Source: an optimization exercise on an open RTL-to-GDS flow (aim: small area and a short achievable clock period). Production flows keep margins and buffers that such runs may drop.
No functional check of the RTL was part of this run.

<file path="config.mk">
export PLATFORM = sky130hd
export DESIGN_NAME = Top_module
export DESIGN_NICKNAME = Top_module
export VERILOG_FILES = /design/flow/design.v
export SDC_FILE = /design/flow/constraint.sdc
export NUM_CORES = 4
export LEC_CHECK = 0
export CAP_MARGIN = 20
export CORE_MARGIN = 2
export CORE_UTILIZATION = 40
export SLEW_MARGIN = 20
export SYNTH_HIERARCHICAL = 1
</file>
<file path="flow/run.sh">
#!/bin/bash
# Standard ORFS layout (the standard.sh), except that:
# - the port buffers are the platform's smallest plain buffer instead of the
#   delay buffer buffer_ports picks by default (every port still gets one);
# - clock tree synthesis uses small clock buffers and adds no dummy loads.
set -euo pipefail
bash standard.sh \
  "BUFFER_PORTS_ARGS=-buffer_cell sky130_fd_sc_hd__buf_1" \
  "CTS_ARGS=-sink_clustering_enable -repair_clock_nets -dont_use_dummy_load -buf_list {sky130_fd_sc_hd__clkbuf_4 sky130_fd_sc_hd__clkbuf_8}" \
  finish > standard_make.log 2>&1
</file>
<file path="design.v">
module Top_module(
    First_Num,
    Second_Num,
    Target_Num,
    Clock,
    Reset,
    Result
    );
	input [31:0] First_Num;
	input [31:0] Second_Num;
	input [31:0] Target_Num;
	input Clock, Reset;
	output reg [1:0] Result;
	wire [31:0] m1 = ~(First_Num ^ Target_Num);  
	wire [31:0] x2 = Second_Num ^ Target_Num;     
	wire hit1 = &m1;
	wire hit2 = ~|x2;
	reg st_0_0;
	reg st_0_1;
	reg st_0_2;
	reg st_0_3;
	reg st_0_4;
	reg st_0_5;
	reg st_0_6;
	reg st_0_7;
	reg st_1_0;
	reg st_1_1;
	reg st_1_2;
	reg st_1_3;
	reg st_1_4;
	reg st_2_0;
	reg st_2_1;
	reg st_2_2;
	reg st_2_3;
	reg st_2_4;
	reg st_2_5;
	reg st_2_6;
	reg st_2_7;
	reg st_2_8;
	reg st_3_0;
	reg st_3_1;
	reg st_3_2;
	reg st_3_3;
	reg st_3_4;
	reg st_4_0;
	reg st_4_1;
	reg st_5_0;
	reg st_6_0;
	reg st_7_0;
	reg st_8_0;
	reg st_9_0;
	wire q1, q2;
	csa_fa u_q1 (.a(st_0_0), .b(st_0_1), .c(st_0_2), .s(q1), .co(q2));
	wire q3, q4;
	csa_fa u_q3 (.a(st_0_3), .b(st_0_4), .c(st_0_5), .s(q3), .co(q4));
	wire q5, q6;
	csa_fa u_q5 (.a(st_0_6), .b(st_0_7), .c(q1), .s(q5), .co(q6));
	wire q7, q8;
	csa_fa u_q7 (.a(st_1_0), .b(st_1_1), .c(st_1_2), .s(q7), .co(q8));
	wire q9, q10;
	csa_fa u_q9 (.a(st_1_3), .b(st_1_4), .c(q2), .s(q9), .co(q10));
	wire q11, q12;
	csa_fa u_q11 (.a(q4), .b(q7), .c(q6), .s(q11), .co(q12));
	wire q13, q14;
	csa_fa u_q13 (.a(st_2_0), .b(st_2_1), .c(st_2_2), .s(q13), .co(q14));
	wire q15, q16;
	csa_fa u_q15 (.a(st_2_3), .b(st_2_4), .c(st_2_5), .s(q15), .co(q16));
	wire q17, q18;
	csa_fa u_q17 (.a(st_2_6), .b(st_2_7), .c(st_2_8), .s(q17), .co(q18));
	wire q19, q20;
	csa_fa u_q19 (.a(q8), .b(q13), .c(q15), .s(q19), .co(q20));
	wire q21, q22;
	csa_fa u_q21 (.a(q17), .b(q10), .c(q19), .s(q21), .co(q22));
	wire q23, q24;
	csa_fa u_q23 (.a(st_3_0), .b(st_3_1), .c(st_3_2), .s(q23), .co(q24));
	wire q25, q26;
	csa_fa u_q25 (.a(st_3_3), .b(st_3_4), .c(q14), .s(q25), .co(q26));
	wire q27, q28;
	csa_fa u_q27 (.a(q16), .b(q18), .c(q23), .s(q27), .co(q28));
	wire q29, q30;
	csa_fa u_q29 (.a(q20), .b(q25), .c(q27), .s(q29), .co(q30));
	wire q31, q32;
	csa_fa u_q31 (.a(st_4_0), .b(st_4_1), .c(q24), .s(q31), .co(q32));
	wire q33, q34;
	csa_fa u_q33 (.a(q26), .b(q28), .c(q31), .s(q33), .co(q34));
	wire q35 = st_5_0 ^ q32;
	wire q36 = st_5_0 & q32;
	wire n1, n2;
	csa_fa u_n1 (.a(q3), .b(q5), .c(m1[0]), .s(n1), .co(n2));
	wire n3, n4;
	csa_fa u_n3 (.a(m1[10]), .b(m1[11]), .c(m1[12]), .s(n3), .co(n4));
	wire n5, n6;
	csa_fa u_n5 (.a(m1[13]), .b(m1[14]), .c(m1[15]), .s(n5), .co(n6));
	wire n7, n8;
	csa_fa u_n7 (.a(m1[16]), .b(m1[17]), .c(m1[18]), .s(n7), .co(n8));
	wire n9, n10;
	csa_fa u_n9 (.a(m1[19]), .b(m1[1]), .c(m1[20]), .s(n9), .co(n10));
	wire n11, n12;
	csa_fa u_n11 (.a(m1[21]), .b(m1[22]), .c(m1[23]), .s(n11), .co(n12));
	wire n13, n14;
	csa_fa u_n13 (.a(m1[24]), .b(m1[25]), .c(m1[26]), .s(n13), .co(n14));
	wire n15, n16;
	csa_fa u_n15 (.a(m1[27]), .b(m1[28]), .c(m1[29]), .s(n15), .co(n16));
	wire n17, n18;
	csa_fa u_n17 (.a(m1[2]), .b(m1[30]), .c(m1[31]), .s(n17), .co(n18));
	wire n19, n20;
	csa_fa u_n19 (.a(m1[3]), .b(m1[4]), .c(m1[5]), .s(n19), .co(n20));
	wire n21, n22;
	csa_fa u_n21 (.a(m1[6]), .b(m1[7]), .c(m1[8]), .s(n21), .co(n22));
	wire n23, n24;
	csa_fa u_n23 (.a(m1[9]), .b(x2[0]), .c(x2[10]), .s(n23), .co(n24));
	wire n25, n26;
	csa_fa u_n25 (.a(x2[11]), .b(x2[12]), .c(x2[13]), .s(n25), .co(n26));
	wire n27, n28;
	csa_fa u_n27 (.a(x2[14]), .b(x2[15]), .c(x2[16]), .s(n27), .co(n28));
	wire n29, n30;
	csa_fa u_n29 (.a(x2[17]), .b(x2[18]), .c(x2[19]), .s(n29), .co(n30));
	wire n31, n32;
	csa_fa u_n31 (.a(x2[1]), .b(x2[20]), .c(x2[21]), .s(n31), .co(n32));
	wire n33, n34;
	csa_fa u_n33 (.a(x2[22]), .b(x2[23]), .c(x2[24]), .s(n33), .co(n34));
	wire n35, n36;
	csa_fa u_n35 (.a(x2[25]), .b(x2[26]), .c(x2[27]), .s(n35), .co(n36));
	wire n37, n38;
	csa_fa u_n37 (.a(x2[28]), .b(x2[29]), .c(x2[2]), .s(n37), .co(n38));
	wire n39, n40;
	csa_fa u_n39 (.a(x2[30]), .b(x2[31]), .c(x2[3]), .s(n39), .co(n40));
	wire n41, n42;
	csa_fa u_n41 (.a(x2[4]), .b(x2[5]), .c(x2[6]), .s(n41), .co(n42));
	wire n43, n44;
	csa_fa u_n43 (.a(x2[7]), .b(x2[8]), .c(x2[9]), .s(n43), .co(n44));
	wire n45, n46;
	csa_fa u_n45 (.a(n1), .b(n11), .c(n13), .s(n45), .co(n46));
	wire n47, n48;
	csa_fa u_n47 (.a(n15), .b(n17), .c(n19), .s(n47), .co(n48));
	wire n49, n50;
	csa_fa u_n49 (.a(n21), .b(n23), .c(n25), .s(n49), .co(n50));
	wire n51, n52;
	csa_fa u_n51 (.a(n27), .b(n29), .c(n3), .s(n51), .co(n52));
	wire n53, n54;
	csa_fa u_n53 (.a(n31), .b(n33), .c(n35), .s(n53), .co(n54));
	wire n55, n56;
	csa_fa u_n55 (.a(n37), .b(n39), .c(n41), .s(n55), .co(n56));
	wire n57, n58;
	csa_fa u_n57 (.a(n43), .b(n5), .c(n7), .s(n57), .co(n58));
	wire n59, n60;
	csa_fa u_n59 (.a(q9), .b(q11), .c(n10), .s(n59), .co(n60));
	wire n61, n62;
	csa_fa u_n61 (.a(n12), .b(n14), .c(n16), .s(n61), .co(n62));
	wire n63, n64;
	csa_fa u_n63 (.a(n18), .b(n2), .c(n20), .s(n63), .co(n64));
	wire n65, n66;
	csa_fa u_n65 (.a(n22), .b(n24), .c(n26), .s(n65), .co(n66));
	wire n67, n68;
	csa_fa u_n67 (.a(n28), .b(n30), .c(n32), .s(n67), .co(n68));
	wire n69, n70;
	csa_fa u_n69 (.a(n34), .b(n36), .c(n38), .s(n69), .co(n70));
	wire n71, n72;
	csa_fa u_n71 (.a(n4), .b(n40), .c(n42), .s(n71), .co(n72));
	wire n73, n74;
	csa_fa u_n73 (.a(n44), .b(n6), .c(n8), .s(n73), .co(n74));
	wire n75, n76;
	csa_fa u_n75 (.a(n46), .b(n48), .c(n50), .s(n75), .co(n76));
	wire n77, n78;
	csa_fa u_n77 (.a(n52), .b(n54), .c(n56), .s(n77), .co(n78));
	wire n79, n80;
	csa_fa u_n79 (.a(n58), .b(n59), .c(n61), .s(n79), .co(n80));
	wire n81, n82;
	csa_fa u_n81 (.a(n63), .b(n65), .c(n67), .s(n81), .co(n82));
	wire n83, n84;
	csa_fa u_n83 (.a(n69), .b(n71), .c(n73), .s(n83), .co(n84));
	wire n85, n86;
	csa_fa u_n85 (.a(q12), .b(q21), .c(n60), .s(n85), .co(n86));
	wire n87, n88;
	csa_fa u_n87 (.a(n62), .b(n64), .c(n66), .s(n87), .co(n88));
	wire n89, n90;
	csa_fa u_n89 (.a(n68), .b(n70), .c(n72), .s(n89), .co(n90));
	wire n91 = q35 ^ q34;
	wire n92 = q35 & q34;
	wire n93, n94;
	csa_fa u_n93 (.a(st_6_0), .b(q36), .c(n92), .s(n93), .co(n94));
	wire n95 = st_7_0 ^ n94;
	wire n96 = st_7_0 & n94;
	wire n97 = st_8_0 ^ n96;
	wire n98 = st_8_0 & n96;
	wire n99 = st_9_0 ^ n98;
	wire [9:0] ra = {st_9_0, st_8_0, st_7_0, st_6_0, q34, q30, q22, q12, q9, q3};
	wire [9:0] rb = {1'b0, 1'b0, 1'b0, q36, q35, q33, q29, q21, q11, q5};
	wire [9:0] tot = ra + rb;
	wire d_neg  = tot[9];
	wire d_zero = &(~((ra ^ rb) ^ {ra[8:0] | rb[8:0], 1'b0}));
	reg [3:0] cnt;
	always @(posedge Clock or posedge Reset) begin
		if (Reset) begin
			st_0_0 <= 1'b0;
			st_0_1 <= 1'b0;
			st_0_2 <= 1'b0;
			st_0_3 <= 1'b0;
			st_0_4 <= 1'b0;
			st_0_5 <= 1'b0;
			st_0_6 <= 1'b0;
			st_0_7 <= 1'b0;
			st_1_0 <= 1'b0;
			st_1_1 <= 1'b0;
			st_1_2 <= 1'b0;
			st_1_3 <= 1'b0;
			st_1_4 <= 1'b0;
			st_2_0 <= 1'b0;
			st_2_1 <= 1'b0;
			st_2_2 <= 1'b0;
			st_2_3 <= 1'b0;
			st_2_4 <= 1'b0;
			st_2_5 <= 1'b0;
			st_2_6 <= 1'b0;
			st_2_7 <= 1'b0;
			st_2_8 <= 1'b0;
			st_3_0 <= 1'b0;
			st_3_1 <= 1'b0;
			st_3_2 <= 1'b0;
			st_3_3 <= 1'b0;
			st_3_4 <= 1'b0;
			st_4_0 <= 1'b0;
			st_4_1 <= 1'b0;
			st_5_0 <= 1'b1;
			st_6_0 <= 1'b1;
			st_7_0 <= 1'b1;
			st_8_0 <= 1'b0;
			st_9_0 <= 1'b1;
		end else begin
			st_0_0 <= n45;
			st_0_1 <= n47;
			st_0_2 <= n49;
			st_0_3 <= n51;
			st_0_4 <= n53;
			st_0_5 <= n55;
			st_0_6 <= n57;
			st_0_7 <= n9;
			st_1_0 <= n75;
			st_1_1 <= n77;
			st_1_2 <= n79;
			st_1_3 <= n81;
			st_1_4 <= n83;
			st_2_0 <= n74;
			st_2_1 <= n76;
			st_2_2 <= n78;
			st_2_3 <= n80;
			st_2_4 <= n82;
			st_2_5 <= n84;
			st_2_6 <= n85;
			st_2_7 <= n87;
			st_2_8 <= n89;
			st_3_0 <= n86;
			st_3_1 <= n88;
			st_3_2 <= n90;
			st_3_3 <= q22;
			st_3_4 <= q29;
			st_4_0 <= q30;
			st_4_1 <= q33;
			st_5_0 <= n91;
			st_6_0 <= n93;
			st_7_0 <= n95;
			st_8_0 <= n97;
			st_9_0 <= n99;
		end
	end
	always @(posedge Clock or posedge Reset) begin
		if (Reset) begin
			Result <= 2'b00;
			cnt <= 4'd0;
		end else begin
			cnt <= cnt + 4'd1;
			if (Result == 2'b00) begin
				if (hit1 | hit2)
					Result <= {hit2, hit1};
				else if (cnt[3] & cnt[0])  
					Result <= {d_neg | d_zero, ~d_neg};
			end
		end
	end
endmodule
module csa_fa(a, b, c, s, co);
	input a, b, c;
	output s, co;
	assign s = a ^ b ^ c;
	assign co = (a & b) | (a & c) | (b & c);
endmodule
</file>
<file path="constraint.sdc">
create_clock -name core_clock -period 10.0 [get_ports {Clock}]
set_input_delay 2.0000 -clock core_clock [delete_from_list [all_inputs] [get_ports {Clock}]]
set_output_delay 2.0000 -clock core_clock [all_outputs]
set_load 0.01 [all_outputs]
</file>
<file path="standard.sh">
#!/bin/bash
# synth_recipe.tcl (not shown) runs the flow's synth.tcl, then flattens the netlist and writes it again
# the make line also repeats each setting of config.mk as NAME=value (left out here)
make -C /OpenROAD-flow-scripts/flow DESIGN_CONFIG=/design/flow/config.mk WORK_HOME=/design/flow/orfs CLKGATE_MAP_FILE= SYNTH_SCRIPT=/design/flow/synth_recipe.tcl "${@:-finish}"
</file>
==> results.py <==
metrics = {
    "setup_path": {
        "crit_family": "adder cells",
        "critPathBufInv": 1,
        "crit_path_end_kind": "register",
        "worstPathCellList": "buf_1 -> xor2_1 -> fa_1 -> fa_1 -> fa_1",
        "reg2reg_setup_slack_ns": 6.35,
        "cpMostUsedCell": "fa_1",
        "worstSetupPathType": "in -> reg",
        "worst_ep_arrival_time_ns": 3.94,
        "critPathLaunchType": "primary input",
        "slowest_stage": "fa_1",
        "required_ns": 10.17,
        "cp_max_fo": 2,
        "slowest_delay_ns": 0.49,
    },
    "final_layout": {
        "diodes": 0,
        "top_regs": "cnt (4), Result (2)",
        "area_delta_synth_final_pct": 16.5,
        "largest_register": "cnt",
        "final_area_um2": 4120,
        "nNetsFinal": 547,
        "largest_reg_flops": 4,
        "num-fill-cells": 822,
        "post-route-util": 0.477,
        "layout-drive-gt1-share": 0.0356,
    },
    "placed_design": {
        "io_buffers": 99,
        "placed_area_um2": 4050,
        "place_hpwl_um": 6810,
        "gp_congestion": 0.938,
    },
    "drt": {
        "routed_via_density": 4.86,
        "dr_wl_met2_um": 3640,
        "m1WireLength_um": 3240,
        "postRouteAntennaNets": 0,
        "drt-pass1-iter-count": 4,
        "top_layer": "met4",
        "drt_iter0_drc": 85,
        "wl_per_cell_um": 15.6,
        "wirelength_um": 7400,
        "num_vias": 2297,
        "wl_met3_um": 355,
        "drc": 0,
    },
    "logic_synthesis": {
        "synth.area.top_cells": "fa_1, dfrtp_1, xor2_1",
        "synth.most_common_cell": "fa_1",
        "synth-edff-count": 0,
        "synthesis.nets": 440,
        "yosys_warnings": 7,
        "synth_common_cells": "fa_1, xor2_1, dfrtp_1",
        "ys_async_sr_fraction": 1.00,
        "syn_inst": 260,
        "synth_top_area_share": 0.357,
        "ys.flop_type": "dfrtp_1",
        "yosys.area.top_type": "fa_1",
        "synth_cell_type_count": 25,
        "synth-seq-area-share": 0.285,
        "avgSynthCellArea_um2": 13.6,
        "synth_seq_cells": 40,
        "synth_area_um2": 3540,
    },
    "global_route": {
        "grt_antenna_before_repair": 0,
        "overflow": 0,
        "grt_pass1_vias": 2533,
        "grt_max_degree": 24,
        "grt_first_pass_wirelength_um": 12400,
        "grtUsageTotal": 0.167,
    },
    "clocking": {
        "root_buffer": "clkbuf_8",
        "clk_pin_slew_ns": 0.08,
        "post_cts_buffers": 0,
        "cts_hold_buf": 0,
        "cts_buffers": 5,
        "cts_tree": "built",
        "htreeDepth": 2,
        "cts_resized": 0,
        "clock_path_buffers": 2,
        "clk_latency_ns": 0.29,
        "cts.sink_count": 40,
    },
    "sta": {
        "fin_tns_setup_ns": 0,
        "fin_skew_ns": 0.0146,
        "finalCritPeriodShare": 0.377,
        "fmax_mhz": 265,
        "hold_viol": 0,
        "holdWs_ns": 0.469,
        "drv_slew": 0,
        "setup_viol": 0,
        "maxSlewHeadroom": 0.541,
        "period_minus_slack_ns": 3.77,
        "tightest_slew_ns": 0.688,
        "grt_setup_unrepaired": "no",
    },
    "floorplanning": {
        "pin_count": 100,
        "core_um2": 8640,
        "initial_utilization": 0.409,
        "dieArea_um2": 9610,
        "die_y_um": 98.0,
        "dieWidth_um": 98.0,
        "floorplan.rows": 34,
    },
    "hold_path": {
        "holdCritPathClass": "reg -> reg",
    },
    "run_status": {
        "status": "finished clean",
    },
    "job": {
        "cap_viol_max_count": 0,
    },
}
[cell type report]
type / instances / area (um^2) / area share
inverter: 16 / 60.1 / 0.0146
multi-input combinational: 204 / 2470 / 0.600
timing repair buffer: 100 / 379 / 0.0920
clock buffer: 5 / 68.8 / 0.0167
tap: 108 / 135 / 0.0328
sequential: 40 / 1010 / 0.244
[Yosys stat by module, one instance, submodules excluded]
module,area [um^2],copies in the design,flip-flops and latches,cells inside
Top_module,2270,1,40,197
csa_fa,20.0,63,0,1
[metal layers]
layer | GRT usage | up-vias
met5 | 0 | -
met4 | 0.0491 | 0
met3 | 0.0272 | 12
met2 | 0.269 | 86
met1 | 0.235 | 1138
li1 | - | 1061
[layout by cell type, fill, tap and decap left out]
cell,netlist,routed
nor4_4,1,1
xnor2_1,35,35
or4_1,2,2
buf_1,0,99
ha_1,19,19
clkbuf_8,0,5
o41ai_2,1,1
nor3_1,2,2
o31ai_1,1,1
a41oi_2,1,1
o41ai_1,1,1
dfstp_2,4,4
a21boi_1,1,1
nand3_1,4,4
nor2b_1,1,1
nand2_1,2,2
buf_4,0,1
dfrtp_1,36,36
a21o_1,1,1
fa_1,63,63
or4b_1,1,1
inv_1,16,16
nor4_1,8,8
xor2_1,40,40
o2111ai_1,1,1
nor2_1,6,6
nand4_1,11,11
a21oi_1,2,2
[through the flow]
stage,setup WS [ns],std cells
floorplan,6.26,260
global placement,5.93,468
detailed placement,5.91,468
CTS,6.23,473
global route,6.13,473
finish,6.23,473
[logic make-up (layout without fill, tap and decap cells)]
| family | Yosys count | after routing | share of synthesized area |
|---|---|---|---|
| DFF | 40 | 40 | 0.284 |
| and+or+nand+nor | 38 | 38 | 0.0655 |
| adders and majority gates | 82 | 82 | 0.424 |
| AOI/OAI and AO/OA | 9 | 9 | 0.0234 |
| xor gates and xnor gates | 75 | 75 | 0.186 |
| buffers and inverters | 16 | 121 | 0.0170 |
[worst paths after layout]
| path | start | endpoint | depth (start not counted) |
|---|---|---|---|
| worst max-delay path | Target_Num[1] | st_1_1$_DFF_PP0_ | 5 |
| worst min-delay path | cnt[2]$_DFF_PP0_ | cnt[2]$_DFF_PP0_ | 1 |
| worst max register to register | st_2_0$_DFF_PP0_ | Result[1]$_DFFE_PP0P_ | 11 |
| worst min register to register | cnt[2]$_DFF_PP0_ | cnt[2]$_DFF_PP0_ | 1 |
| max in group asynchronous | Reset | st_0_1$_DFF_PP0_ | 3 |
| min in group asynchronous | Reset | st_2_0$_DFF_PP0_ | 2 |

## static timing again, ports no longer ideal
How much do the figures lean on ideal ports? The routed layout below was timed once more, with nothing changed but the port constraints.
Step 1 sets driving cells, clkbuf_16 on the clock port and buf_2 on the other inputs (assumed; they add their load-dependent delay and slew).
Step 2, shift: input delay + t, output delay - t, t = (earliest + latest rising clock arrival at the registers) / 2. This alone moves slack from input paths to output paths.
a / b / c = ideal / step 1 / step 2; a / b = the first two.
shift t [ns]: 0.311
slack for setup (ns): 6.232 / 6.238 / 5.927
pins driven straight from the clock port: 1
After both steps this run still meets setup and hold. For this run, drivers alone change the setup slack by +0.006 ns; drivers and shift together by -0.305 ns.
